From an optimization exercise on the open Yosys and OpenROAD flow, aimed at small area; shortcuts taken in it are not production practice. At most, simulation tests tie the RTL to the original design; equivalence was not proved. Only the layout flow was run in runs 4 and 5; the RTL was not checked for function there. Power and IR drop assume default switching activity.

### constraint.sdc
create_clock -name core_clock -period 50.0 [get_ports {clk}]
set_input_delay 10.0000 -clock core_clock [delete_from_list [all_inputs] [get_ports {clk}]]
set_output_delay 10.0000 -clock core_clock [all_outputs]
set_load 0.01 [all_outputs]
### flow/area.abc
strash
&get -n
&deepsyn -I 4 -J 20 -S 1
&st
&dch
&nf -R 1000
&put
topo
### design.v
module median_filter (
    input rst,
    input [7:0] image_input,
    input enable,
    input enable_process,
    input clk,
    output [7:0] image_output
);
    localparam Depth = 8;  
    localparam Width = 6;  
    localparam N = Depth*Width;
    reg [8*N-1:0] ring;
    reg [5:0] k;
    wire [8*N-1:0] ring_next;
    wire [7:0] first = enable ? image_input : ring[8*N-1 -: 8];
    wire shift = enable | enable_process;
    ring_step #(.N(N)) step (.ring(ring), .first(first), .shift(shift),
        .hold(~shift), .ring_next(ring_next));
    always @(posedge clk)
        ring <= ring_next;
    always @(posedge clk, posedge rst) begin
        if (rst)
            k <= 6'b111111;
        else if (enable_process)
            k <= k + 6'd1;
    end
    wire top    = (k[2:0] == 3'd0);
    wire bottom = (k[2:0] == 3'd7);
    wire left   = (k[5:3] == 3'd0);
    wire right  = (k[5:3] == 3'd5);
    wire [7:0] x [0:8];
    wire [8:0] valid;
    assign x[0] = ring[7:0];  assign valid[0] = 1'b1;               
    assign x[1] = ring[15:8];  assign valid[1] = ~top;               
    assign x[2] = ring[383:376]; assign valid[2] = ~bottom;            
    assign x[3] = ring[71:64];  assign valid[3] = ~left;              
    assign x[4] = ring[327:320]; assign valid[4] = ~right;             
    assign x[5] = ring[79:72];  assign valid[5] = ~(top | left);      
    assign x[6] = ring[63:56];  assign valid[6] = ~(bottom | left);   
    assign x[7] = ring[335:328]; assign valid[7] = ~(top | right);     
    assign x[8] = ring[319:312]; assign valid[8] = ~(bottom | right);  
    function maj9(input [8:0] v);
        reg lo0, lo1, lo2, me0, me1, me2, hi0, hi1, hi2;
        begin
            lo0 = v[0] & v[1] & v[2]; me0 = (v[0] & v[1]) | (v[0] & v[2]) | (v[1] & v[2]); hi0 = v[0] | v[1] | v[2];
            lo1 = v[3] & v[4] & v[5]; me1 = (v[3] & v[4]) | (v[3] & v[5]) | (v[4] & v[5]); hi1 = v[3] | v[4] | v[5];
            lo2 = v[6] & v[7] & v[8]; me2 = (v[6] & v[7]) | (v[6] & v[8]) | (v[7] & v[8]); hi2 = v[6] | v[7] | v[8];
            lo0 = lo0 | lo1 | lo2;
            me0 = (me0 & me1) | (me0 & me2) | (me1 & me2);
            hi0 = hi0 & hi1 & hi2;
            maj9 = (lo0 & me0) | (lo0 & hi0) | (me0 & hi0);
        end
    endfunction
    reg [8:0] e, free;
    reg [7:0] m;
    integer b, i;
    always @* begin
        free = valid;
        e = 9'd0;
        for (b = 7; b >= 0; b = b - 1) begin
            for (i = 0; i < 9; i = i + 1)
                if (free[i]) e[i] = x[i][b];
            m[b] = maj9(e);
            free = free & ~(e ^ {9{m[b]}});
        end
    end
    assign image_output = m;
endmodule
module ring_step #(parameter N = 48) (
    input [8*N-1:0] ring,
    input [7:0] first,
    input shift,
    input hold,
    output [8*N-1:0] ring_next
);
    assign ring_next = ({8*N{shift}} & {ring[8*N-9:0], first}) | ({8*N{hold}} & ring);
endmodule
### flow/my_synth.tcl
# The standard synthesis (synth_recipe.tcl, sourced unchanged below) with
# one change: the final technology mapping (the abc command of ORFS's
# synth.tcl) uses the area-oriented ABC script MY_ABC_SCRIPT in place of
# ORFS's, without ABC's buffering and up-sizing. Registers are mapped before
# this step (dfflibmap), so they are the standard synthesis's.
proc abc {args} {
  set i [lsearch -exact $args -script]
  if {$i >= 0} { lset args [expr {$i + 1}] $::env(MY_ABC_SCRIPT) }
  puts "abc with $::env(MY_ABC_SCRIPT): $args"
  yosys abc {*}$args
}
source $::env(FLOW_SYNTH_TCL)
### flow/run.sh
#!/bin/bash
# Layout flow: the standard flow (standard.sh) with
#  - synthesis mapped by an area-oriented ABC script (flow/my_synth.tcl),
#  - clock tree synthesis without dummy loads, with small clock buffers,
#  - the smallest buffer for the port buffers.
# Each tool writes its full log under orfs/logs/; make's output goes to run.log.
set -euo pipefail
W=$PWD
export MY_ABC_SCRIPT=$W/flow/area.abc
export FLOW_SYNTH_TCL=$W/synth_recipe.tcl
CTS="-sink_clustering_enable -repair_clock_nets -dont_use_dummy_load -buf_list sky130_fd_sc_hd__clkbuf_8 -sink_clustering_size 16 -sink_clustering_max_diameter 40"
bash standard.sh SYNTH_SCRIPT=$W/flow/my_synth.tcl "CTS_ARGS=$CTS" \
  "BUFFER_PORTS_ARGS=-buffer_cell sky130_fd_sc_hd__buf_1" finish > run.log 2>&1
### standard.sh
#!/bin/bash
# synth_recipe.tcl (not shown) runs the flow's synth.tcl, then flattens the netlist and writes it again
# the make line also repeats each setting of config.mk as NAME=value (left out here)
make -C /OpenROAD-flow-scripts/flow DESIGN_CONFIG=/design/flow/config.mk WORK_HOME=/design/flow/orfs CLKGATE_MAP_FILE= SYNTH_SCRIPT=/design/flow/synth_recipe.tcl "${@:-finish}"
### config.mk
export PLATFORM = sky130hd
export DESIGN_NAME = median_filter
export DESIGN_NICKNAME = median_filter
export VERILOG_FILES = /design/flow/design.v
export SDC_FILE = /design/flow/constraint.sdc
export NUM_CORES = 8
export LEC_CHECK = 0
export ABC_AREA = 1
export CAP_MARGIN = 20
export CORE_MARGIN = 2
export CORE_UTILIZATION = 60
export PLACE_DENSITY = 0.7
export SLEW_MARGIN = 20
export SYNTH_HIERARCHICAL = 1
==> impl_metrics.xml, run 1 <==
<?xml version="1.0" encoding="UTF-8"?>
<metrics>
  <group name="status">
    <metric name="outcome" unit="">timing/DRC/antenna clean</metric>
  </group>
  <group name="cts">
    <metric name="hold_buffers" unit="">0</metric>
    <metric name="post_cts.repair.setup_buffers" unit="">0</metric>
    <metric name="clkSlewWorstSetupHoldPaths" unit="ns">0.08</metric>
    <metric name="sink_count_of_the_clock_tree" unit="">390</metric>
    <metric name="tritoncts_clock_tree" unit="">yes</metric>
    <metric name="root_buffer_cell" unit="">sky130_fd_sc_hd__clkbuf_8</metric>
    <metric name="h-tree-depth" unit="">2</metric>
    <metric name="ctsResizeCount" unit="">0</metric>
    <metric name="clock_insertion_delay_at_the_later_pin_of_the_skew_report" unit="ns">0.55</metric>
    <metric name="clockBufferDepth" unit="">3</metric>
    <metric name="cts-buffers-inserted" unit="">39</metric>
  </group>
  <group name="synth">
    <metric name="netlist.top_cell.by_area" unit="">sky130_fd_sc_hd__dfxtp_1</metric>
    <metric name="syn-num-nets" unit="">1214</metric>
    <metric name="leading_post_synthesis_cells_by_cell_area" unit="">sky130_fd_sc_hd__dfxtp_1, sky130_fd_sc_hd__a22o_1, sky130_fd_sc_hd__a21oi_1, sky130_fd_sc_hd__nand2_1, sky130_fd_sc_hd__o21ai_0</metric>
    <metric name="yosys-top-cells-count" unit="">sky130_fd_sc_hd__a22o_1, sky130_fd_sc_hd__dfxtp_1, sky130_fd_sc_hd__a21oi_1, sky130_fd_sc_hd__nand2_1, sky130_fd_sc_hd__nor2_1</metric>
    <metric name="synthCells" unit="">1199</metric>
    <metric name="synth_top_area_share" unit="%">56.31</metric>
    <metric name="ys_ff_latch" unit="">390</metric>
    <metric name="netlist_cell_types" unit="">38</metric>
    <metric name="synth_sequential_area_ratio" unit="%">57.46</metric>
    <metric name="synth-edff-count" unit="">0</metric>
    <metric name="synth-async-reset-ratio" unit="%">1.538</metric>
    <metric name="yosysMostFrequentCell" unit="">sky130_fd_sc_hd__a22o_1</metric>
    <metric name="synthesis.area_per_instance" unit="um^2">11.39</metric>
    <metric name="synthesis.yosys.warnings" unit="">7</metric>
    <metric name="syn-cell-area" unit="um^2">13650</metric>
    <metric name="dominantRegCellSynth" unit="">sky130_fd_sc_hd__dfxtp_1</metric>
  </group>
  <group name="global_route">
    <metric name="overall_overflow_remaining_after_global_route" unit="">0</metric>
    <metric name="wire_length_of_the_first_global_routing_pass" unit="um">41060</metric>
    <metric name="maximum_number_of_pins_on_one_net_before_global_route_repair" unit="">199</metric>
    <metric name="grt_pass1_vias" unit="">8353</metric>
    <metric name="antenna_found_initial" unit="">0</metric>
    <metric name="grt_util_all_layers" unit="%">19.97</metric>
  </group>
  <group name="layout">
    <metric name="final_layout_size_suffix_gt1_share" unit="%">4.430</metric>
    <metric name="antenna_cells_inserted" unit="">0</metric>
    <metric name="fill_cells" unit="">1872</metric>
    <metric name="layout-area-overhead-vs-synth" unit="%">7.580</metric>
    <metric name="fin_nets" unit="">1281</metric>
    <metric name="layout.cells.non_filler" unit="">1549</metric>
  </group>
  <group name="placed_design">
    <metric name="place_congestion" unit="">0.8586</metric>
    <metric name="io_buffer_count" unit="">19</metric>
    <metric name="dpl.hpwl" unit="um">14620</metric>
    <metric name="place.detailed.instances" unit="">1510</metric>
  </group>
  <group name="floorplanning">
    <metric name="num_rows" unit="">55</metric>
    <metric name="design.die.area" unit="um^2">23980</metric>
    <metric name="die_w" unit="um">154.8</metric>
    <metric name="fp.dieH" unit="um">154.8</metric>
    <metric name="core" unit="um^2">22500</metric>
    <metric name="starting_density_of_the_core" unit="%">60.67</metric>
    <metric name="io-pin-count" unit="">20</metric>
  </group>
  <group name="route">
    <metric name="vias" unit="">9364</metric>
    <metric name="ant_nets" unit="">0</metric>
    <metric name="drt-wirelength-per-cell" unit="um">15.62</metric>
    <metric name="detailedRoute.firstIterationViolations" unit="">699</metric>
    <metric name="vias_per_cell" unit="">6.045</metric>
    <metric name="wl" unit="um">24190</metric>
    <metric name="drt_first_pass_iters" unit="">5</metric>
    <metric name="detail_route.drc_violations" unit="">0</metric>
  </group>
  <group name="flow_run">
    <metric name="count_of_maximum_capacitance_violations" unit="">0</metric>
  </group>
  <group name="power_and_ir_drop">
    <metric name="ir_drop" unit="V">0.00002934</metric>
    <metric name="p_leak" unit="uW">0.005894</metric>
    <metric name="total_power" unit="uW">722.0</metric>
    <metric name="power_per_cell_area" unit="nW/um^2">49.16</metric>
  </group>
  <group name="sta">
    <metric name="finalSetupViolCount" unit="">0</metric>
    <metric name="maxClockFrequency" unit="GHz">0.03784</metric>
    <metric name="finalCritPeriodShare" unit="%">52.86</metric>
    <metric name="maxSlewHeadroom" unit="%">29.99</metric>
    <metric name="min_period" unit="ns">26.43</metric>
    <metric name="report.final.hold_viol_count" unit="">0</metric>
    <metric name="slew_viol_final" unit="">0</metric>
    <metric name="setup_tns" unit="ns">0</metric>
    <metric name="clock_skew" unit="ns">0.06252</metric>
    <metric name="rsz_0062_raised_after_global_routing" unit="">no</metric>
    <metric name="timing_worst_slew_pin_value" unit="ns">1.050</metric>
  </group>
  <group name="critical_path">
    <metric name="crit_path_top_delay_cell" unit="">sky130_fd_sc_hd__a21oi_1</metric>
    <metric name="worstPathArrival" unit="ns">16.43</metric>
    <metric name="endpoint_kind" unit="">primary output</metric>
    <metric name="cp_slowest_stage_delay" unit="ns">0.80</metric>
    <metric name="critical_path_startpoint_category" unit="">flop</metric>
    <metric name="critical_setup_path_class" unit="">reg -&gt; out</metric>
    <metric name="critical_path.max_fanout" unit="">27</metric>
    <metric name="crit_top_cell" unit="">sky130_fd_sc_hd__maj3_1</metric>
    <metric name="crit_path_required_time" unit="ns">40.00</metric>
  </group>
  <group name="min_path">
    <metric name="min-delay-path-class" unit="">reg -&gt; reg</metric>
  </group>
</metrics>
-- report_power, final --
| part | switching, uW | internal [uW] | total [uW] |
|---|---|---|---|
| registers | 34.4 | 366 | 400 |
| logic | 85.5 | 75.6 | 161 |
| clock network | 91.4 | 69.6 | 161 |
-- registers in the layout, summed over array words and instances, names as in the netlist --
| register | cells |
|---|---|
| k | 6 |
| ring | 384 |
-- metrics by stage --
| step | utilization, % | hold slack [ns] | area (um^2) | worst slack (ns) |
|---|---|---|---|---|
| detailed placement | 62.85 | 0.4527 | 14140 | 23.63 |
| floorplan | - | 0.4405 | 13650 | 16.91 |
| global route | 65.27 | 0.4647 | 14690 | 22.02 |
| global placement | 62.85 | 0.4453 | 14140 | 24.10 |
| finish | 65.27 | 0.4309 | 14690 | 23.57 |
| CTS | 65.23 | 0.4399 | 14680 | 22.95 |
-- cell type report --
class                      instances  area [um^2]  share of cell area, %
tap                              285        356.6                  2.428
timing repair buffer              26        123.9                 0.8434
sequential                       390         7845                  53.42
multi-input combinational        780         5708                  38.87
inverter                          29        116.4                 0.7923
clock buffer                      39        536.8                  3.655
-- worst max-delay path, delay by kind of cell, from the launching register on --
family	cells	cell delay, ns
simple gates	19	2.24
fa+ha+maj	14	5.36
flops	1	0.57
compound gates	25	6.67
mux	1	0.36
buf+inv	4	0.56
xor+xnor	1	0.12
-- metal layers --
| metal | share of wire (%) | global-route usage (%) | vias up |
|---|---|---|---|
| li1 | - | - | 4788 |
| met2 | 41 | 27.72 | 124 |
| met5 | 0 | 0 | - |
| met4 | 1.9 | 6.614 | 0 |
| met1 | 54 | 31.17 | 4414 |
| met3 | 3.6 | 3.558 | 38 |
-- cell usage in the layout (no fill, tap or decap), drive strengths merged, types with 3 or more instances in the layout --
cell type,count
nand3,14
a21oi,64
nand2,63
ha,3
dfxtp,384
clkinv,28
maj3,18
nand2b,8
xor2,8
o221ai,3
o21ai,47
nor2,54
dfstp,6
nor3,15
o21a,4
o22ai,4
or3,5
xnor2,15
a22o,386
a21o,11
buf,26
mux2,20
mux2i,6
nor2b,7
a31oi,3
clkbuf,39
-- cells by family after synthesis --
| logic type | synth area share (%) |
|---|---|
| AND/OR/NAND/NOR | 5.609 |
| XOR/XNOR | 1.476 |
| AO/OA/AOI/OAI | 30.97 |
| buffers and inverters | 0.7973 |
| flip-flops | 57.46 |
| multiplexers | 2.090 |
| adder cells (fa/ha/maj) | 1.595 |
-- path summary, 6_finish.rpt --
| path | startpoint | to | slack, ns | cells after the start |
|---|---|---|---|---|
| max in group asynchronous | rst | k[5] | 40.46 | 2 |
| max reg2reg | k[0] | k[2] | 48.66 | 3 |
| min | ring[34] | ring[42] | 0.43 | 1 |
| min in group asynchronous | rst | k[1] | 9.52 | 2 |
| min reg2reg | ring[34] | ring[42] | 0.43 | 1 |
| max | k[0] | image_output[0] | 23.57 | 64 |
==> inputs of run 2 (changes only) <==
--- a/flow/run.sh
+++ b/flow/run.sh
@@ -8,6 +8,6 @@
 W=$PWD
 export MY_ABC_SCRIPT=$W/flow/area.abc
 export FLOW_SYNTH_TCL=$W/synth_recipe.tcl
-CTS="-sink_clustering_enable -repair_clock_nets -dont_use_dummy_load -buf_list sky130_fd_sc_hd__clkbuf_8 -sink_clustering_size 16 -sink_clustering_max_diameter 40"
+CTS="-sink_clustering_enable -repair_clock_nets -dont_use_dummy_load -buf_list sky130_fd_sc_hd__clkbuf_4 -sink_clustering_size 10 -sink_clustering_max_diameter 40"
 bash standard.sh SYNTH_SCRIPT=$W/flow/my_synth.tcl "CTS_ARGS=$CTS" \
   "BUFFER_PORTS_ARGS=-buffer_cell sky130_fd_sc_hd__buf_1" finish > run.log 2>&1
==> run 2 against run 1 <==
Net effect:
- clock skew up 0.0021 ns
- worst hold slack worse by 0.014 ns
- final cell count grew 0.58%
- non-clock buffer count is the same
- first-iteration DRC count decreased by 3.4%
- synthesized cell count unchanged
- area after synthesis is the same
- sequential share of layout area rose by 0.67 points
- sequential cell count did not move
- count of clock-buffer cells in the layout is 8 higher
- die area unchanged
- design area fell by 1.2%
- critical path type unchanged
- largest cell class unchanged
- largest power group unchanged
- highest routed layer unchanged
==> impl_metrics.xml, run 2 <==
<?xml version="1.0" encoding="UTF-8"?>
<metrics>
  <group name="cts">
    <metric name="root_buffer_cell" unit="">sky130_fd_sc_hd__clkbuf_4</metric>
    <metric name="ctsResizeCount" unit="">0</metric>
    <metric name="hold_buffers" unit="">0</metric>
    <metric name="clkSlewWorstSetupHoldPaths" unit="ns">0.10</metric>
    <metric name="tritoncts_clock_tree" unit="">yes</metric>
    <metric name="sink_count_of_the_clock_tree" unit="">390</metric>
    <metric name="cts-buffers-inserted" unit="">47</metric>
    <metric name="clock_insertion_delay_at_the_later_pin_of_the_skew_report" unit="ns">0.69</metric>
    <metric name="clockBufferDepth" unit="">3</metric>
    <metric name="post_cts.repair.setup_buffers" unit="">0</metric>
    <metric name="h-tree-depth" unit="">2</metric>
  </group>
  <group name="sta">
    <metric name="maxSlewHeadroom" unit="%">30.44</metric>
    <metric name="rsz_0062_raised_after_global_routing" unit="">no</metric>
    <metric name="report.final.hold_viol_count" unit="">0</metric>
    <metric name="finalCritPeriodShare" unit="%">53.17</metric>
    <metric name="maxClockFrequency" unit="GHz">0.03762</metric>
    <metric name="slew_viol_final" unit="">0</metric>
    <metric name="min_period" unit="ns">26.58</metric>
    <metric name="finalSetupViolCount" unit="">0</metric>
    <metric name="setup_tns" unit="ns">0</metric>
    <metric name="timing_worst_slew_pin_value" unit="ns">1.043</metric>
    <metric name="clock_skew" unit="ns">0.06462</metric>
  </group>
  <group name="synth">
    <metric name="netlist_cell_types" unit="">38</metric>
    <metric name="syn-num-nets" unit="">1214</metric>
    <metric name="synth_sequential_area_ratio" unit="%">57.46</metric>
    <metric name="ys_ff_latch" unit="">390</metric>
    <metric name="netlist.top_cell.by_area" unit="">sky130_fd_sc_hd__dfxtp_1</metric>
    <metric name="synthesis.yosys.warnings" unit="">7</metric>
    <metric name="synthesis.area_per_instance" unit="um^2">11.39</metric>
    <metric name="synth_top_area_share" unit="%">56.31</metric>
    <metric name="yosys-top-cells-count" unit="">sky130_fd_sc_hd__a22o_1, sky130_fd_sc_hd__dfxtp_1, sky130_fd_sc_hd__a21oi_1, sky130_fd_sc_hd__nand2_1, sky130_fd_sc_hd__nor2_1</metric>
    <metric name="synth-async-reset-ratio" unit="%">1.538</metric>
    <metric name="synth_compound_gate_area_share" unit="%">30.97</metric>
    <metric name="synth_top_family_by_area" unit="">compound AO/OA/AOI/OAI gates</metric>
    <metric name="synthCells" unit="">1199</metric>
    <metric name="muxShareOfSynthArea" unit="%">2.090</metric>
    <metric name="yosysMostFrequentCell" unit="">sky130_fd_sc_hd__a22o_1</metric>
    <metric name="synth_area_in_xor_xnor" unit="%">1.476</metric>
    <metric name="leading_post_synthesis_cells_by_cell_area" unit="">sky130_fd_sc_hd__dfxtp_1, sky130_fd_sc_hd__a22o_1, sky130_fd_sc_hd__a21oi_1, sky130_fd_sc_hd__nand2_1, sky130_fd_sc_hd__o21ai_0</metric>
    <metric name="dominantRegCellSynth" unit="">sky130_fd_sc_hd__dfxtp_1</metric>
    <metric name="syn-cell-area" unit="um^2">13650</metric>
    <metric name="yosys.area_share.simple" unit="%">5.609</metric>
    <metric name="synthAdderAreaFrac" unit="%">1.595</metric>
    <metric name="synth-edff-count" unit="">0</metric>
  </group>
  <group name="layout">
    <metric name="fin_nets" unit="">1289</metric>
    <metric name="top_register" unit="">ring</metric>
    <metric name="final_layout_size_suffix_gt1_share" unit="%">5.031</metric>
    <metric name="mostFrequentLayoutCells" unit="">sky130_fd_sc_hd__a22o_1, sky130_fd_sc_hd__dfxtp_1, sky130_fd_sc_hd__nand2_1, sky130_fd_sc_hd__a21oi_1, sky130_fd_sc_hd__nor2_1</metric>
    <metric name="reg_top3" unit="">ring (384), k (6)</metric>
    <metric name="layout-area-overhead-vs-synth" unit="%">6.251</metric>
    <metric name="largest_register_ff_count" unit="">384</metric>
    <metric name="layout.cells.most_common" unit="">sky130_fd_sc_hd__a22o_1</metric>
  </group>
  <group name="power_and_ir_drop">
    <metric name="netSwitchingPower" unit="uW">209.7</metric>
    <metric name="combPwrFrac" unit="%">23.2</metric>
    <metric name="power.switching_fraction" unit="%">30.22</metric>
    <metric name="p_leak" unit="uW">0.005829</metric>
    <metric name="power_per_cell_area" unit="nW/um^2">47.83</metric>
    <metric name="total_power" unit="uW">693.8</metric>
    <metric name="power_report.internal_total" unit="uW">484.1</metric>
    <metric name="ir_drop" unit="V">0.00002706</metric>
    <metric name="power_frac_clock" unit="%">19.2</metric>
    <metric name="sequentialPowerShare" unit="%">57.6</metric>
  </group>
  <group name="critical_path">
    <metric name="worstPathArrival" unit="ns">16.58</metric>
    <metric name="critical_path_startpoint_category" unit="">flop</metric>
    <metric name="crit_path_top_delay_cell" unit="">sky130_fd_sc_hd__a21oi_1</metric>
    <metric name="crit_top_cell" unit="">sky130_fd_sc_hd__maj3_1</metric>
    <metric name="critical_setup_path_class" unit="">reg -&gt; out</metric>
    <metric name="endpoint_kind" unit="">primary output</metric>
    <metric name="path_buf_inv" unit="">4</metric>
    <metric name="crit_path_required_time" unit="ns">40.00</metric>
    <metric name="cp_slowest_stage_delay" unit="ns">0.80</metric>
    <metric name="critical_path.max_fanout" unit="">27</metric>
    <metric name="timing.critical_path.max_delay_family" unit="">compound AO/OA/AOI/OAI gates</metric>
  </group>
  <group name="route">
    <metric name="detailedRoute.firstIterationViolations" unit="">675</metric>
    <metric name="vias" unit="">9397</metric>
    <metric name="drt-wirelength-per-cell" unit="um">15.63</metric>
    <metric name="detail_route.drc_violations" unit="">0</metric>
    <metric name="drt_first_pass_iters" unit="">5</metric>
    <metric name="vias_per_cell" unit="">6.031</metric>
    <metric name="wl" unit="um">24340</metric>
    <metric name="ant_nets" unit="">0</metric>
  </group>
  <group name="flow_run">
    <metric name="count_of_maximum_capacitance_violations" unit="">0</metric>
  </group>
  <group name="global_route">
    <metric name="grt_util_all_layers" unit="%">20.19</metric>
    <metric name="overall_overflow_remaining_after_global_route" unit="">0</metric>
    <metric name="antenna_found_initial" unit="">1</metric>
    <metric name="grt_pass1_vias" unit="">8474</metric>
    <metric name="wire_length_of_the_first_global_routing_pass" unit="um">41440</metric>
    <metric name="maximum_number_of_pins_on_one_net_before_global_route_repair" unit="">199</metric>
  </group>
  <group name="floorplanning">
    <metric name="io-pin-count" unit="">20</metric>
    <metric name="num_rows" unit="">55</metric>
    <metric name="die_w" unit="um">154.8</metric>
    <metric name="design.die.area" unit="um^2">23980</metric>
    <metric name="core" unit="um^2">22500</metric>
    <metric name="starting_density_of_the_core" unit="%">60.67</metric>
    <metric name="fp.dieH" unit="um">154.8</metric>
  </group>
  <group name="status">
    <metric name="outcome" unit="">timing/DRC/antenna clean</metric>
  </group>
  <group name="placed_design">
    <metric name="io_buffer_count" unit="">19</metric>
    <metric name="dpl.hpwl" unit="um">14620</metric>
    <metric name="place_congestion" unit="">0.8586</metric>
  </group>
  <group name="min_path">
    <metric name="min-delay-path-class" unit="">reg -&gt; reg</metric>
  </group>
</metrics>
run 2: cell counts after synthesis:
Identical to the previous run, type by type.
run 2: layout make-up:
type	count	area, um^2
fill	1907	7998
multi-input combinational	780	5708
timing repair buffer	26	123.9
tap	285	356.6
clock buffer	47	352.8
sequential	390	7845
antenna	1	2.502
inverter	29	116.4
run 2: routing by layer:
metal | up-vias | share of wire [%] | global-route usage (%)
met5 | - | 0 | 0
li1 | 4812 | - | -
met1 | 4395 | 54 | 31.32
met3 | 45 | 3.9 | 3.811
met4 | 0 | 2.3 | 7.672
met2 | 145 | 40 | 27.61
run 2: worst paths after layout:
path / from / to / slack (ns) / depth (start not counted)
max in group asynchronous: rst / k[0] / 40.60 / 2
worst max-delay path: k[0] / image_output[0] / 23.42 / 64
worst max register to register: k[0] / k[2] / 48.66 / 3
min in group asynchronous: rst / k[4] / 9.38 / 2
worst min register to register: ring[347] / ring[355] / 0.42 / 1
worst min-delay path: ring[347] / ring[355] / 0.42 / 1
run 2: kinds of logic (layout without fill, tap and decap cells):
group	count (synthesis)	after routing
adders and majority gates	21	21
muxes	26	26
buffers and inverters	29	102
and+or+nand+nor	175	175
other	0	1
DFF	390	390
AOI/OAI and AO/OA	535	535
xor gates and xnor gates	23	23
run 2: worst reg2reg max path, delay by kind of cell, from the launching register on:
kind,cells,cell delay [ns]
adders and majority gates,2,0.41
DFF,1,0.58
muxes,1,0.29
run 2: power by group through the flow:
stage	clock [uW]	sequential (uW)	combinational, uW
final	133	400	161
after global routing	153	407	181
after CTS	141	399	160
after detailed placement	0	406	159
after global placement	0	405	155
after floorplan	0	396	133
run 2: through the flow:
step	cell area, um^2	util (%)	setup slack [ns]	cells	hold slack [ns]
2_1_floorplan	13650	-	16.91	1199	0.4405
3_3_place_gp	14140	62.85	24.10	1510	0.4453
3_5_place_dp	14140	62.85	23.63	1510	0.4527
4_1_cts	14500	64.41	22.80	1557	0.4162
5_1_grt	14510	64.46	21.88	1558	0.4298
6_report	14510	64.46	23.42	1558	0.4172
==> inputs of run 3 (changes only) <==
--- a/flow/run.sh
+++ b/flow/run.sh
@@ -8,6 +8,6 @@
 W=$PWD
 export MY_ABC_SCRIPT=$W/flow/area.abc
 export FLOW_SYNTH_TCL=$W/synth_recipe.tcl
-CTS="-sink_clustering_enable -repair_clock_nets -dont_use_dummy_load -buf_list sky130_fd_sc_hd__clkbuf_4 -sink_clustering_size 10 -sink_clustering_max_diameter 40"
+CTS="-sink_clustering_enable -repair_clock_nets -dont_use_dummy_load -buf_list sky130_fd_sc_hd__clkbuf_4 -sink_clustering_size 12 -sink_clustering_max_diameter 50"
 bash standard.sh SYNTH_SCRIPT=$W/flow/my_synth.tcl "CTS_ARGS=$CTS" \
   "BUFFER_PORTS_ARGS=-buffer_cell sky130_fd_sc_hd__buf_1" finish > run.log 2>&1
==> flow/area.abc (replaced) <==
strash
&get -n
&deepsyn -T 30
&st
&dch
&nf -R 1000
&put
topo
==> run 3 against run 2 <==
Net effect:
- highest routed layer unchanged
- combinational power up 19%
- maximum frequency is 1.5% higher
- wire length is 0.80% lower
- count of clock-buffer cells in the layout decreased by 8
- design area fell by 0.18%
- die area up 0.35%
- worst hold slack better by 0.038 ns
- sequential power about the same
- global-route usage about the same
- non-clock buffer count down 1
- still clean on timing, DRC and antenna
- largest power group unchanged
==> impl_metrics.xml, run 3 <==
<?xml version="1.0" encoding="UTF-8"?>
<metrics>
  <group name="critical_path">
    <metric name="cp_slowest_stage_delay" unit="ns">0.79</metric>
    <metric name="crit_path_top_delay_cell" unit="">sky130_fd_sc_hd__o21ai_0</metric>
    <metric name="path_buf_inv" unit="">3</metric>
    <metric name="regToRegEndpoint" unit="">k[2]</metric>
    <metric name="r2r_setup_slack" unit="ns">48.66</metric>
    <metric name="worstPathArrival" unit="ns">16.19</metric>
    <metric name="critical_setup_path_class" unit="">reg -&gt; out</metric>
    <metric name="timing.critical_path.max_delay_family" unit="">adder cells</metric>
    <metric name="crit_path_required_time" unit="ns">40.00</metric>
    <metric name="critical_path.max_fanout" unit="">27</metric>
    <metric name="critical_path_startpoint_category" unit="">flop</metric>
    <metric name="crit_path_start" unit="">k[0]</metric>
    <metric name="crit_top_cell" unit="">sky130_fd_sc_hd__maj3_1</metric>
    <metric name="critical_path.reg2reg.startpoint" unit="">k[0]</metric>
    <metric name="endpoint_kind" unit="">primary output</metric>
    <metric name="ff2ff_path_depth" unit="">3</metric>
  </group>
  <group name="sta">
    <metric name="setup_tns" unit="ns">0</metric>
    <metric name="clock_skew" unit="ns">0.04069</metric>
    <metric name="min_period" unit="ns">26.19</metric>
    <metric name="slew_viol_final" unit="">0</metric>
    <metric name="report.final.hold_viol_count" unit="">0</metric>
    <metric name="maxClockFrequency" unit="GHz">0.03818</metric>
    <metric name="timing_worst_slew_pin_value" unit="ns">1.005</metric>
    <metric name="post-route-worst-setup-slack" unit="ns">23.81</metric>
    <metric name="holdWs" unit="ns">0.4557</metric>
    <metric name="rsz_0062_raised_after_global_routing" unit="">no</metric>
    <metric name="finalCritPeriodShare" unit="%">52.38</metric>
    <metric name="finalSetupViolCount" unit="">0</metric>
    <metric name="maxSlewHeadroom" unit="%">32.30</metric>
  </group>
  <group name="layout">
    <metric name="fill_cells" unit="">1866</metric>
    <metric name="mostFrequentLayoutCells" unit="">sky130_fd_sc_hd__a22o_1, sky130_fd_sc_hd__dfxtp_1, sky130_fd_sc_hd__nand2_1, sky130_fd_sc_hd__nor2_1, sky130_fd_sc_hd__a21oi_1</metric>
    <metric name="seq_area" unit="um^2">7845</metric>
    <metric name="utilization" unit="%">64.34</metric>
    <metric name="largest_register_ff_count" unit="">384</metric>
    <metric name="top_register" unit="">ring</metric>
    <metric name="layout.cells.most_common" unit="">sky130_fd_sc_hd__a22o_1</metric>
    <metric name="fin_nets" unit="">1277</metric>
    <metric name="final_layout_size_suffix_gt1_share" unit="%">4.206</metric>
    <metric name="reg_top3" unit="">ring (384), k (6)</metric>
    <metric name="layout-area-overhead-vs-synth" unit="%">5.680</metric>
    <metric name="multiInputGateArea" unit="um^2">5764</metric>
  </group>
  <group name="power_and_ir_drop">
    <metric name="p_leak" unit="uW">0.005803</metric>
    <metric name="total_power" unit="uW">716.1</metric>
    <metric name="ir_drop" unit="V">0.00003131</metric>
    <metric name="power_frac_clock" unit="%">17.3</metric>
    <metric name="netSwitchingPower" unit="uW">226.4</metric>
    <metric name="sequentialPowerShare" unit="%">55.8</metric>
    <metric name="power.switching_fraction" unit="%">31.62</metric>
    <metric name="power_per_cell_area" unit="nW/um^2">49.46</metric>
    <metric name="power_report.internal_total" unit="uW">489.7</metric>
    <metric name="combPwrFrac" unit="%">26.8</metric>
  </group>
  <group name="synth">
    <metric name="synthCells" unit="">1196</metric>
    <metric name="syn-num-nets" unit="">1211</metric>
    <metric name="synth-edff-count" unit="">0</metric>
    <metric name="synth_sequential_area_ratio" unit="%">57.26</metric>
    <metric name="synth_top_area_share" unit="%">56.11</metric>
    <metric name="synthesis.yosys.warnings" unit="">7</metric>
    <metric name="synthesis.area_per_instance" unit="um^2">11.46</metric>
    <metric name="dominantRegCellSynth" unit="">sky130_fd_sc_hd__dfxtp_1</metric>
    <metric name="leading_post_synthesis_cells_by_cell_area" unit="">sky130_fd_sc_hd__dfxtp_1, sky130_fd_sc_hd__a22o_1, sky130_fd_sc_hd__a21oi_1, sky130_fd_sc_hd__nand2_1, sky130_fd_sc_hd__o21ai_0</metric>
    <metric name="synth-async-reset-ratio" unit="%">1.538</metric>
    <metric name="syn-cell-area" unit="um^2">13700</metric>
    <metric name="yosys-top-cells-count" unit="">sky130_fd_sc_hd__a22o_1, sky130_fd_sc_hd__dfxtp_1, sky130_fd_sc_hd__nand2_1, sky130_fd_sc_hd__nor2_1, sky130_fd_sc_hd__a21oi_1</metric>
    <metric name="netlist_cell_types" unit="">45</metric>
    <metric name="netlist.top_cell.by_area" unit="">sky130_fd_sc_hd__dfxtp_1</metric>
    <metric name="ys_ff_latch" unit="">390</metric>
    <metric name="yosysMostFrequentCell" unit="">sky130_fd_sc_hd__a22o_1</metric>
  </group>
  <group name="route">
    <metric name="vias_per_cell" unit="">6.074</metric>
    <metric name="drt_first_pass_iters" unit="">5</metric>
    <metric name="vias" unit="">9391</metric>
    <metric name="wl" unit="um">24150</metric>
    <metric name="detail_route.drc_violations" unit="">0</metric>
    <metric name="ant_nets" unit="">0</metric>
    <metric name="detailedRoute.firstIterationViolations" unit="">602</metric>
    <metric name="drt-wirelength-per-cell" unit="um">15.62</metric>
  </group>
  <group name="cts">
    <metric name="clkSlewWorstSetupHoldPaths" unit="ns">0.12</metric>
    <metric name="cts-buffers-inserted" unit="">39</metric>
    <metric name="root_buffer_cell" unit="">sky130_fd_sc_hd__clkbuf_4</metric>
    <metric name="post_cts.repair.setup_buffers" unit="">0</metric>
    <metric name="clockBufferDepth" unit="">3</metric>
    <metric name="sink_count_of_the_clock_tree" unit="">390</metric>
    <metric name="ctsResizeCount" unit="">0</metric>
    <metric name="clock_insertion_delay_at_the_later_pin_of_the_skew_report" unit="ns">0.66</metric>
    <metric name="h-tree-depth" unit="">2</metric>
    <metric name="hold_buffers" unit="">0</metric>
    <metric name="tritoncts_clock_tree" unit="">yes</metric>
  </group>
  <group name="min_path">
    <metric name="min-delay-path-class" unit="">reg -&gt; reg</metric>
    <metric name="hold-path-cell-count" unit="">1</metric>
    <metric name="whs_endpoint" unit="">ring[244]</metric>
    <metric name="timing.hold.worst.start" unit="">ring[236]</metric>
  </group>
  <group name="status">
    <metric name="outcome" unit="">timing/DRC/antenna clean</metric>
  </group>
  <group name="global_route">
    <metric name="grt_util_all_layers" unit="%">20.23</metric>
    <metric name="overall_overflow_remaining_after_global_route" unit="">0</metric>
    <metric name="antenna_found_initial" unit="">1</metric>
    <metric name="maximum_number_of_pins_on_one_net_before_global_route_repair" unit="">186</metric>
    <metric name="grt_pass1_vias" unit="">8682</metric>
    <metric name="wire_length_of_the_first_global_routing_pass" unit="um">41720</metric>
  </group>
  <group name="floorplanning">
    <metric name="io-pin-count" unit="">20</metric>
    <metric name="num_rows" unit="">55</metric>
    <metric name="starting_density_of_the_core" unit="%">60.88</metric>
    <metric name="die_w" unit="um">155.1</metric>
    <metric name="fp.dieH" unit="um">155.1</metric>
    <metric name="core" unit="um^2">22500</metric>
    <metric name="design.die.area" unit="um^2">24060</metric>
  </group>
  <group name="flow_run">
    <metric name="count_of_maximum_capacitance_violations" unit="">0</metric>
  </group>
  <group name="placed_design">
    <metric name="place_congestion" unit="">0.8490</metric>
    <metric name="detailedPlace.worstSlack" unit="ns">24.63</metric>
    <metric name="dpl.hpwl" unit="um">14520</metric>
    <metric name="io_buffer_count" unit="">19</metric>
  </group>
</metrics>
## run 3: cell families (layout without fill, tap and decap cells)
group                    Yosys count  in the layout  share of synthesized area [%]
flip-flops                       390            390                          57.26
AO/OA/AOI/OAI                    535            535                          31.11
multiplexers                      30             30                          2.374
other                              0              1                              0
XOR/XNOR                          23             23                          1.470
buffers and inverters             25             89                         0.6849
AND/OR/NAND/NOR                  175            175                          5.726
adder cells (fa/ha/maj)           18             18                          1.370
## run 3: per-stage QoR
step	std cells	instance area (um^2)
floorplan	1196	13700
global placement	1506	14180
detailed placement	1506	14180
CTS	1545	14480
global route	1546	14480
finish	1546	14480
## run 3: layer usage
layer | wire length, um | GRT usage [%] | part of all wire, % | up-vias
met5 | 0 | 0 | 0 | -
met4 | 656 | 7.628 | 2.7 | 0
met3 | 917 | 3.454 | 3.8 | 59
met2 | 9603 | 28.78 | 40 | 127
met1 | 12970 | 30.71 | 54 | 4400
li1 | - | - | - | 4805
## run 3: worst register-to-register path: stages, from the launching register on
cell	delay [ns]
sky130_fd_sc_hd__dfstp_2	0.58
sky130_fd_sc_hd__ha_1	0.18
sky130_fd_sc_hd__ha_1	0.23
sky130_fd_sc_hd__mux2_1	0.29
## run 3: power groups by stage
stage | combinational (uW) | sequential, uW | clock [uW]
2_1_floorplan | 158 | 397 | 0
3_3_place_gp | 186 | 406 | 0
3_5_place_dp | 190 | 406 | 0
4_1_cts | 192 | 400 | 130
5_1_grt | 218 | 408 | 142
6_report | 192 | 400 | 124
## run 3: area by class of cell
type | count | area share [%]
sequential | 390 | 54.18
antenna | 1 | 0.01728
multi-input combinational | 781 | 39.81
timing repair buffer | 25 | 0.8037
clock buffer | 39 | 2.022
tap | 285 | 2.463
inverter | 25 | 0.7000
## run 3: worst max-delay path by stage
stage	end	slack, ns	cells past startpoint
2_1_floorplan	ring[373]	16.91	3
3_3_place_gp	image_output[0]	25.08	56
3_5_place_dp	image_output[0]	24.63	57
4_1_cts	image_output[0]	23.85	57
5_1_grt	image_output[0]	22.26	57
6_report	image_output[0]	23.81	57
==> inputs of run 4 (changes only) <==
--- a/design.v
+++ b/design.v
@@ -51,17 +51,18 @@
             maj9 = (lo0 & me0) | (lo0 & hi0) | (me0 & hi0);
         end
     endfunction
-    reg [8:0] e, free;
+    reg [8:0] e, lo, hi;
     reg [7:0] m;
-    integer b, i;
+    integer b;
     always @* begin
-        free = valid;
-        e = 9'd0;
+        lo = ~valid;
+        hi = 9'd0;
         for (b = 7; b >= 0; b = b - 1) begin
-            for (i = 0; i < 9; i = i + 1)
-                if (free[i]) e[i] = x[i][b];
+            e = hi | (~lo & {x[8][b], x[7][b], x[6][b], x[5][b], x[4][b],
+                             x[3][b], x[2][b], x[1][b], x[0][b]});
             m[b] = maj9(e);
-            free = free & ~(e ^ {9{m[b]}});
+            hi = hi | (e & {9{~m[b]}});
+            lo = lo | (~e & {9{m[b]}});
         end
     end
     assign image_output = m;
--- a/flow/run.sh
+++ b/flow/run.sh
@@ -8,6 +8,6 @@
 W=$PWD
 export MY_ABC_SCRIPT=$W/flow/area.abc
 export FLOW_SYNTH_TCL=$W/synth_recipe.tcl
-CTS="-sink_clustering_enable -repair_clock_nets -dont_use_dummy_load -buf_list sky130_fd_sc_hd__clkbuf_4 -sink_clustering_size 12 -sink_clustering_max_diameter 50"
+CTS="-sink_clustering_enable -repair_clock_nets -dont_use_dummy_load -buf_list sky130_fd_sc_hd__clkbuf_4 -sink_clustering_size 12 -sink_clustering_max_diameter 60"
 bash standard.sh SYNTH_SCRIPT=$W/flow/my_synth.tcl "CTS_ARGS=$CTS" \
   "BUFFER_PORTS_ARGS=-buffer_cell sky130_fd_sc_hd__buf_1" finish > run.log 2>&1
==> flow/area.abc (replaced) <==
strash
&get -n
&deepsyn -I 4 -J 20 -S 1
&st
&dch
&nf -R 1000
&put
topo
==> run 4 against run 3 <==
Net effect:
- final cell count rose by 1.3%
- area after synthesis fell by 0.60%
- count of clock-buffer cells in the layout did not move
- via count rose by 3.4%
- sequential power barely moved
- critical path type unchanged
==> impl_metrics.xml, run 4 <==
<?xml version="1.0" encoding="UTF-8"?>
<metrics>
  <group name="status">
    <metric name="outcome" unit="">timing/DRC/antenna clean</metric>
  </group>
  <group name="cts">
    <metric name="cts-buffers-inserted" unit="">39</metric>
    <metric name="tritoncts_clock_tree" unit="">yes</metric>
    <metric name="root_buffer_cell" unit="">sky130_fd_sc_hd__clkbuf_4</metric>
    <metric name="h-tree-depth" unit="">2</metric>
    <metric name="clockBufferDepth" unit="">3</metric>
    <metric name="sink_count_of_the_clock_tree" unit="">390</metric>
    <metric name="hold_buffers" unit="">0</metric>
    <metric name="clock_insertion_delay_at_the_later_pin_of_the_skew_report" unit="ns">0.68</metric>
    <metric name="clkSlewWorstSetupHoldPaths" unit="ns">0.12</metric>
    <metric name="ctsResizeCount" unit="">0</metric>
    <metric name="post_cts.repair.setup_buffers" unit="">0</metric>
  </group>
  <group name="route">
    <metric name="vias" unit="">9706</metric>
    <metric name="drt-wirelength-per-cell" unit="um">16.39</metric>
    <metric name="detail_route.drc_violations" unit="">0</metric>
    <metric name="drt_first_pass_iters" unit="">5</metric>
    <metric name="vias_per_cell" unit="">6.198</metric>
    <metric name="wl" unit="um">25670</metric>
    <metric name="ant_nets" unit="">0</metric>
    <metric name="detailedRoute.firstIterationViolations" unit="">750</metric>
  </group>
  <group name="sta">
    <metric name="timing_worst_slew_pin_value" unit="ns">1.041</metric>
    <metric name="clock_skew" unit="ns">0.05890</metric>
    <metric name="rsz_0062_raised_after_global_routing" unit="">no</metric>
    <metric name="maxClockFrequency" unit="GHz">0.03907</metric>
    <metric name="finalSetupViolCount" unit="">0</metric>
    <metric name="report.final.hold_viol_count" unit="">0</metric>
    <metric name="holdWs" unit="ns">0.4437</metric>
    <metric name="min_period" unit="ns">25.59</metric>
    <metric name="maxSlewHeadroom" unit="%">30.62</metric>
    <metric name="slew_viol_final" unit="">0</metric>
    <metric name="finalCritPeriodShare" unit="%">51.19</metric>
    <metric name="setup_tns" unit="ns">0</metric>
  </group>
  <group name="critical_path">
    <metric name="timing.critical_path.max_delay_family" unit="">compound AO/OA/AOI/OAI gates</metric>
    <metric name="cp_slowest_stage_delay" unit="ns">0.63</metric>
    <metric name="critical_path_startpoint_category" unit="">flop</metric>
    <metric name="crit_path_top_delay_cell" unit="">sky130_fd_sc_hd__a31oi_1</metric>
    <metric name="crit_top_cell" unit="">sky130_fd_sc_hd__maj3_1</metric>
    <metric name="critical_path.max_fanout" unit="">19</metric>
    <metric name="path_buf_inv" unit="">8</metric>
    <metric name="crit_path_required_time" unit="ns">40.00</metric>
    <metric name="worstPathArrival" unit="ns">15.59</metric>
    <metric name="endpoint_kind" unit="">primary output</metric>
    <metric name="critical_setup_path_class" unit="">reg -&gt; out</metric>
  </group>
  <group name="flow_run">
    <metric name="count_of_maximum_capacitance_violations" unit="">0</metric>
  </group>
  <group name="synth">
    <metric name="yosysMostFrequentCell" unit="">sky130_fd_sc_hd__a22o_1</metric>
    <metric name="muxShareOfSynthArea" unit="%">0.5788</metric>
    <metric name="synth_area_in_xor_xnor" unit="%">0.2573</metric>
    <metric name="dominantRegCellSynth" unit="">sky130_fd_sc_hd__dfxtp_1</metric>
    <metric name="synth_top_area_share" unit="%">56.45</metric>
    <metric name="yosys-top-cells-count" unit="">sky130_fd_sc_hd__a22o_1, sky130_fd_sc_hd__dfxtp_1, sky130_fd_sc_hd__nand2_1, sky130_fd_sc_hd__o21ai_0, sky130_fd_sc_hd__nor2_1</metric>
    <metric name="syn-cell-area" unit="um^2">13620</metric>
    <metric name="synth-async-reset-ratio" unit="%">1.538</metric>
    <metric name="netlist_cell_types" unit="">38</metric>
    <metric name="leading_post_synthesis_cells_by_cell_area" unit="">sky130_fd_sc_hd__dfxtp_1, sky130_fd_sc_hd__a22o_1, sky130_fd_sc_hd__nand2_1, sky130_fd_sc_hd__o21ai_0, sky130_fd_sc_hd__maj3_1</metric>
    <metric name="synthCells" unit="">1211</metric>
    <metric name="synth-edff-count" unit="">0</metric>
    <metric name="netlist.top_cell.by_area" unit="">sky130_fd_sc_hd__dfxtp_1</metric>
    <metric name="synthesis.area_per_instance" unit="um^2">11.25</metric>
    <metric name="synthesis.yosys.warnings" unit="">7</metric>
    <metric name="synthAdderAreaFrac" unit="%">1.746</metric>
    <metric name="yosys.area_share.simple" unit="%">7.084</metric>
    <metric name="synth_compound_gate_area_share" unit="%">32.09</metric>
    <metric name="syn-num-nets" unit="">1226</metric>
    <metric name="synth_sequential_area_ratio" unit="%">57.61</metric>
    <metric name="synth_top_family_by_area" unit="">compound AO/OA/AOI/OAI gates</metric>
    <metric name="ys_ff_latch" unit="">390</metric>
  </group>
  <group name="placed_design">
    <metric name="place_congestion" unit="">0.8545</metric>
    <metric name="io_buffer_count" unit="">19</metric>
    <metric name="dpl.hpwl" unit="um">15950</metric>
  </group>
  <group name="layout">
    <metric name="final_layout_size_suffix_gt1_share" unit="%">4.457</metric>
    <metric name="fin_nets" unit="">1296</metric>
    <metric name="utilization" unit="%">64.42</metric>
    <metric name="reg_top3" unit="">ring (384), k (6)</metric>
    <metric name="layout-area-overhead-vs-synth" unit="%">6.128</metric>
    <metric name="layout.cells.most_common" unit="">sky130_fd_sc_hd__a22o_1</metric>
    <metric name="top_register" unit="">ring</metric>
    <metric name="mostFrequentLayoutCells" unit="">sky130_fd_sc_hd__a22o_1, sky130_fd_sc_hd__dfxtp_1, sky130_fd_sc_hd__nand2_1, sky130_fd_sc_hd__o21ai_0, sky130_fd_sc_hd__clkbuf_4</metric>
    <metric name="largest_register_ff_count" unit="">384</metric>
    <metric name="fill_cells" unit="">1834</metric>
  </group>
  <group name="min_path">
    <metric name="min-delay-path-class" unit="">reg -&gt; reg</metric>
  </group>
  <group name="power_and_ir_drop">
    <metric name="power_report.internal_total" unit="uW">498.0</metric>
    <metric name="sequentialPowerShare" unit="%">52.5</metric>
    <metric name="ir_drop" unit="V">0.00003093</metric>
    <metric name="combPwrFrac" unit="%">31.1</metric>
    <metric name="power_frac_clock" unit="%">16.4</metric>
    <metric name="total_power" unit="uW">759.4</metric>
    <metric name="power_per_cell_area" unit="nW/um^2">52.54</metric>
    <metric name="p_leak" unit="uW">0.005789</metric>
    <metric name="netSwitchingPower" unit="uW">261.4</metric>
    <metric name="power.switching_fraction" unit="%">34.42</metric>
  </group>
  <group name="floorplanning">
    <metric name="design.die.area" unit="um^2">23920</metric>
    <metric name="die_w" unit="um">154.7</metric>
    <metric name="starting_density_of_the_core" unit="%">60.70</metric>
    <metric name="core" unit="um^2">22430</metric>
    <metric name="io-pin-count" unit="">20</metric>
    <metric name="fp.dieH" unit="um">154.7</metric>
    <metric name="num_rows" unit="">55</metric>
  </group>
  <group name="global_route">
    <metric name="maximum_number_of_pins_on_one_net_before_global_route_repair" unit="">166</metric>
    <metric name="grt_util_all_layers" unit="%">21.45</metric>
    <metric name="antenna_found_initial" unit="">1</metric>
    <metric name="grt_pass1_vias" unit="">8644</metric>
    <metric name="overall_overflow_remaining_after_global_route" unit="">0</metric>
    <metric name="wire_length_of_the_first_global_routing_pass" unit="um">43170</metric>
  </group>
</metrics>
==> run 4: power by group through the flow <==
stage                     Sequential [uW]  Combinational, uW  Clock [uW]
after floorplan                       395                186           0
after global routing                  405                269         142
after detailed placement              405                233           0
after CTS                             398                235         132
after global placement                404                232           0
final                                 399                236         125
==> run 4: final timing paths <==
check,start,to,slack (ns),cells past startpoint
max,k[0],image_output[0],24.41,60
min,ring[43],ring[51],0.44,1
max reg2reg,k[0],k[2],48.66,3
min reg2reg,ring[43],ring[51],0.44,1
max in group asynchronous,rst,k[0],40.56,2
min in group asynchronous,rst,k[5],9.40,2
==> run 4: cells by family (layout without fill, tap and decap cells) <==
family,Yosys count,in the layout
AOI/OAI and AO/OA,536,536
xor gates and xnor gates,4,4
adders and majority gates,23,23
buffers and inverters,23,91
DFF,390,390
muxes,7,7
other,0,2
and+or+nand+nor,228,228
==> run 4: stage by stage <==
stage	instances	instance area, um^2	setup WS [ns]
after CTS	1563	14420	24.56
after global placement	1524	14120	25.49
after detailed placement	1524	14120	25.29
after global routing	1566	14450	22.77
after floorplan	1211	13620	16.91
final	1566	14450	24.41
==> run 4: layout make-up <==
cell class	instances	area (um^2)	share of cell area (%)
multi-input cells	798	5689	39.36
clock buffers	39	292.8	2.026
flip-flops and latches	390	7845	54.28
diodes	2	5.005	0.03463
repair buffers	29	170.2	1.177
well taps	285	356.6	2.467
inverters	23	93.84	0.6493
==> run 4: worst register-to-register path, cell delays in order, from the launching register on <==
cell	delay, ns
sky130_fd_sc_hd__dfstp_2	0.58
sky130_fd_sc_hd__ha_1	0.18
sky130_fd_sc_hd__ha_1	0.25
sky130_fd_sc_hd__mux2_1	0.29
==> run 4: per-layer routing <==
metal	global-route usage (%)	routed length, um
met1	33.48	13520
met2	30.12	10390
met3	3.418	1128
met4	7.055	631
met5	0	0
==> inputs of run 5 (changes only) <==
--- a/flow/run.sh
+++ b/flow/run.sh
@@ -8,6 +8,6 @@
 W=$PWD
 export MY_ABC_SCRIPT=$W/flow/area.abc
 export FLOW_SYNTH_TCL=$W/synth_recipe.tcl
-CTS="-sink_clustering_enable -repair_clock_nets -dont_use_dummy_load -buf_list sky130_fd_sc_hd__clkbuf_4 -sink_clustering_size 12 -sink_clustering_max_diameter 60"
+CTS="-sink_clustering_enable -repair_clock_nets -dont_use_dummy_load -buf_list sky130_fd_sc_hd__clkbuf_4 "
 bash standard.sh SYNTH_SCRIPT=$W/flow/my_synth.tcl "CTS_ARGS=$CTS" \
   "BUFFER_PORTS_ARGS=-buffer_cell sky130_fd_sc_hd__buf_1" finish > run.log 2>&1
==> run 5 against run 4 <==
Net effect:
- utilization up 1.7 points
- worst hold slack worse by 0.043 ns
- critical path type unchanged
- die area unchanged
==> impl_metrics.xml, run 5 <==
<?xml version="1.0" encoding="UTF-8"?>
<metrics>
  <group name="synth">
    <metric name="synthCells" unit="">1211</metric>
    <metric name="synth_compound_gate_area_share" unit="%">32.09</metric>
    <metric name="synthAdderAreaFrac" unit="%">1.746</metric>
    <metric name="muxShareOfSynthArea" unit="%">0.5788</metric>
    <metric name="dominantRegCellSynth" unit="">sky130_fd_sc_hd__dfxtp_1</metric>
    <metric name="yosys.area_share.simple" unit="%">7.084</metric>
    <metric name="leading_post_synthesis_cells_by_cell_area" unit="">sky130_fd_sc_hd__dfxtp_1, sky130_fd_sc_hd__a22o_1, sky130_fd_sc_hd__nand2_1, sky130_fd_sc_hd__o21ai_0, sky130_fd_sc_hd__maj3_1</metric>
    <metric name="synth-edff-count" unit="">0</metric>
    <metric name="synth_top_family_by_area" unit="">compound AO/OA/AOI/OAI gates</metric>
    <metric name="yosys-top-cells-count" unit="">sky130_fd_sc_hd__a22o_1, sky130_fd_sc_hd__dfxtp_1, sky130_fd_sc_hd__nand2_1, sky130_fd_sc_hd__o21ai_0, sky130_fd_sc_hd__nor2_1</metric>
    <metric name="synth-async-reset-ratio" unit="%">1.538</metric>
    <metric name="synthesis.area_per_instance" unit="um^2">11.25</metric>
    <metric name="netlist.top_cell.by_area" unit="">sky130_fd_sc_hd__dfxtp_1</metric>
    <metric name="synth_area_in_xor_xnor" unit="%">0.2573</metric>
    <metric name="netlist_cell_types" unit="">38</metric>
    <metric name="synthesis.yosys.warnings" unit="">7</metric>
    <metric name="yosysMostFrequentCell" unit="">sky130_fd_sc_hd__a22o_1</metric>
    <metric name="syn-cell-area" unit="um^2">13620</metric>
    <metric name="synth_top_area_share" unit="%">56.45</metric>
    <metric name="synth_sequential_area_ratio" unit="%">57.61</metric>
    <metric name="syn-num-nets" unit="">1226</metric>
    <metric name="ys_ff_latch" unit="">390</metric>
  </group>
  <group name="layout">
    <metric name="reg_top3" unit="">ring (384), k (6)</metric>
    <metric name="fin_nets" unit="">1350</metric>
    <metric name="final_layout_size_suffix_gt1_share" unit="%">8.327</metric>
    <metric name="mostFrequentLayoutCells" unit="">sky130_fd_sc_hd__a22o_1, sky130_fd_sc_hd__dfxtp_1, sky130_fd_sc_hd__nand2_1, sky130_fd_sc_hd__clkbuf_4, sky130_fd_sc_hd__o21ai_0</metric>
    <metric name="layout-area-overhead-vs-synth" unit="%">8.958</metric>
    <metric name="layout.cells.most_common" unit="">sky130_fd_sc_hd__a22o_1</metric>
    <metric name="top_register" unit="">ring</metric>
    <metric name="largest_register_ff_count" unit="">384</metric>
  </group>
  <group name="cts">
    <metric name="root_buffer_cell" unit="">sky130_fd_sc_hd__clkbuf_4</metric>
    <metric name="ctsResizeCount" unit="">0</metric>
    <metric name="h-tree-depth" unit="">3</metric>
    <metric name="clock_insertion_delay_at_the_later_pin_of_the_skew_report" unit="ns">0.68</metric>
    <metric name="tritoncts_clock_tree" unit="">yes</metric>
    <metric name="hold_buffers" unit="">0</metric>
    <metric name="sink_count_of_the_clock_tree" unit="">390</metric>
    <metric name="clockBufferDepth" unit="">3</metric>
    <metric name="clkSlewWorstSetupHoldPaths" unit="ns">0.07</metric>
    <metric name="cts-buffers-inserted" unit="">94</metric>
    <metric name="post_cts.repair.setup_buffers" unit="">0</metric>
  </group>
  <group name="sta">
    <metric name="report.final.hold_viol_count" unit="">0</metric>
    <metric name="setup_tns" unit="ns">0</metric>
    <metric name="maxClockFrequency" unit="GHz">0.03924</metric>
    <metric name="finalCritPeriodShare" unit="%">50.97</metric>
    <metric name="timing_worst_slew_pin_value" unit="ns">1.043</metric>
    <metric name="maxSlewHeadroom" unit="%">30.44</metric>
    <metric name="rsz_0062_raised_after_global_routing" unit="">no</metric>
    <metric name="slew_viol_final" unit="">0</metric>
    <metric name="clock_skew" unit="ns">0.08588</metric>
    <metric name="finalSetupViolCount" unit="">0</metric>
    <metric name="min_period" unit="ns">25.48</metric>
  </group>
  <group name="global_route">
    <metric name="met3_usage" unit="%">4.259</metric>
    <metric name="use_met1" unit="%">33.24</metric>
    <metric name="busiest_layer" unit="">met1</metric>
    <metric name="grt_util_all_layers" unit="%">22.02</metric>
    <metric name="overall_overflow_remaining_after_global_route" unit="">0</metric>
    <metric name="grt_pass1_vias" unit="">9146</metric>
    <metric name="wire_length_of_the_first_global_routing_pass" unit="um">44200</metric>
    <metric name="maximum_number_of_pins_on_one_net_before_global_route_repair" unit="">166</metric>
    <metric name="grt_use_met2" unit="%">30.70</metric>
    <metric name="antenna_found_initial" unit="">1</metric>
  </group>
  <group name="critical_path">
    <metric name="cp_slowest_stage_delay" unit="ns">0.62</metric>
    <metric name="endpoint_kind" unit="">primary output</metric>
    <metric name="worstPathArrival" unit="ns">15.48</metric>
    <metric name="crit_path_required_time" unit="ns">40.00</metric>
    <metric name="timing.critical_path.max_delay_family" unit="">compound AO/OA/AOI/OAI gates</metric>
    <metric name="worst-path-stages" unit="">60</metric>
    <metric name="critical_path.max_fanout" unit="">19</metric>
    <metric name="crit_path_top_delay_cell" unit="">sky130_fd_sc_hd__a31oi_1</metric>
    <metric name="critical_path_startpoint_category" unit="">flop</metric>
    <metric name="crit_top_cell" unit="">sky130_fd_sc_hd__maj3_1</metric>
    <metric name="critical_setup_path_class" unit="">reg -&gt; out</metric>
    <metric name="ff2ff_path_depth" unit="">3</metric>
    <metric name="path_buf_inv" unit="">8</metric>
  </group>
  <group name="flow_run">
    <metric name="count_of_maximum_capacitance_violations" unit="">0</metric>
  </group>
  <group name="route">
    <metric name="ant_nets" unit="">0</metric>
    <metric name="detailedRoute.firstIterationViolations" unit="">748</metric>
    <metric name="vias" unit="">9937</metric>
    <metric name="drt_first_pass_iters" unit="">5</metric>
    <metric name="drt-wirelength-per-cell" unit="um">16.12</metric>
    <metric name="vias_per_cell" unit="">6.134</metric>
    <metric name="detail_route.drc_violations" unit="">0</metric>
    <metric name="wl" unit="um">26110</metric>
  </group>
  <group name="floorplanning">
    <metric name="starting_density_of_the_core" unit="%">60.70</metric>
    <metric name="num_rows" unit="">55</metric>
    <metric name="design.die.area" unit="um^2">23920</metric>
    <metric name="io-pin-count" unit="">20</metric>
    <metric name="fp.dieH" unit="um">154.7</metric>
    <metric name="die_w" unit="um">154.7</metric>
    <metric name="core" unit="um^2">22430</metric>
  </group>
  <group name="placed_design">
    <metric name="io_buffer_count" unit="">19</metric>
    <metric name="place_congestion" unit="">0.8545</metric>
    <metric name="dpl.hpwl" unit="um">15950</metric>
  </group>
  <group name="min_path">
    <metric name="hold-path-cell-count" unit="">1</metric>
    <metric name="min-delay-path-class" unit="">reg -&gt; reg</metric>
  </group>
  <group name="power_and_ir_drop">
    <metric name="ir_drop" unit="V">0.00002885</metric>
    <metric name="p_leak" unit="uW">0.006030</metric>
    <metric name="power_per_cell_area" unit="nW/um^2">55.31</metric>
    <metric name="total_power" unit="uW">820.6</metric>
  </group>
  <group name="status">
    <metric name="outcome" unit="">timing/DRC/antenna clean</metric>
  </group>
</metrics>
==> run 5: cell counts after synthesis <==
Identical to the previous run, type by type.
==> run 5: worst reg2reg max path, cell delays in order, from the launching register on <==
cell and delay (ns):
sky130_fd_sc_hd__dfstp_2 0.56, sky130_fd_sc_hd__ha_1 0.18, sky130_fd_sc_hd__ha_1 0.25, sky130_fd_sc_hd__mux2_1 0.29
==> run 5: final timing paths <==
| kind | startpoint | endpoint | slack [ns] |
|---|---|---|---|
| max reg2reg | k[0] | k[2] | 48.70 |
| min in group asynchronous | rst | k[5] | 9.40 |
| min | ring[31] | ring[39] | 0.40 |
| max in group asynchronous | rst | k[0] | 40.52 |
| max | k[0] | image_output[0] | 24.52 |
| min reg2reg | ring[31] | ring[39] | 0.40 |
==> run 5: final cells by class <==
| cell class | instances | area [um^2] |
|---|---|---|
| tap | 285 | 356.6 |
| inverter | 23 | 93.84 |
| sequential | 390 | 7845 |
| antenna | 2 | 5.005 |
| fill | 1818 | 7596 |
| timing repair buffer | 28 | 142.6 |
| multi-input combinational | 798 | 5689 |
| clock buffer | 94 | 705.7 |
==> run 5: logic make-up (layout without fill, tap and decap cells) <==
family	count (synthesis)	in the layout
adders and majority gates	23	23
AOI/OAI and AO/OA	536	536
DFF	390	390
xor gates and xnor gates	4	4
and+or+nand+nor	228	228
buffers and inverters	23	145
muxes	7	7
other	0	2
==> run 5: routing by layer <==
metal	vias up	wire, um
li1	5017	-
met1	4675	13840
met2	196	10710
met3	49	1024
met4	0	537
met5	-	0
==> run 5: metrics by stage <==
| step | hold slack, ns | utilization [%] | cell area [um^2] | setup slack (ns) | instances |
|---|---|---|---|---|---|
| after floorplan | 0.4405 | - | 13620 | 16.91 | 1211 |
| after global placement | 0.4470 | 62.96 | 14120 | 25.49 | 1524 |
| after detailed placement | 0.4500 | 62.96 | 14120 | 25.29 | 1524 |
| after CTS | 0.4102 | 66.10 | 14830 | 24.60 | 1618 |
| after global routing | 0.4147 | 66.14 | 14840 | 22.80 | 1620 |
| final | 0.4010 | 66.14 | 14840 | 24.52 | 1620 |
==> run 5: where the power goes <==
part / switching, uW / internal, uW / leakage (uW) / total, uW
clock: 100 / 85.1 / 0.000432 / 185
combinational: 140 / 96.3 / 0.00239 / 236
sequential: 33.4 / 366 / 0.00320 / 400
total: 273 / 547 / 0.00603 / 821

==> port drivers added, routing unchanged <==
Ports are ideal in the flow. The routed layouts listed here were re-timed in OpenROAD. Step 1: set_driving_cell puts a clkbuf_16 on clk and a buf_2 on each other input, an assumption about the parent block. Step 2 moves the port delays by t, midway between the first and last clock arrival at a register: inputs arrive t later, outputs are due t later. That takes back most of the time a late clock gives input paths. Slacks: no drivers / after step 1 / after step 2; pairs: no drivers / after step 1.
run | t (ns) | slack for setup (ns) | clock arrival spread, ns | cell pins on the clock port's net
run 1 | 0.554 | 23.570 / 23.527 / 24.081 | 0.086 / 0.085 | 1
run 2 | 0.676 | 23.415 / 23.373 / 24.049 | 0.105 / 0.105 | 1
run 3 | 0.678 | 23.811 / 23.773 / 24.451 | 0.041 / 0.041 | 1
run 4 | 0.685 | 24.408 / 24.368 / 25.053 | 0.063 / 0.063 | 1
run 5 | 0.690 | 24.515 / 24.476 / 25.166 | 0.114 / 0.114 | 1
After both steps every run listed still meets setup and hold.
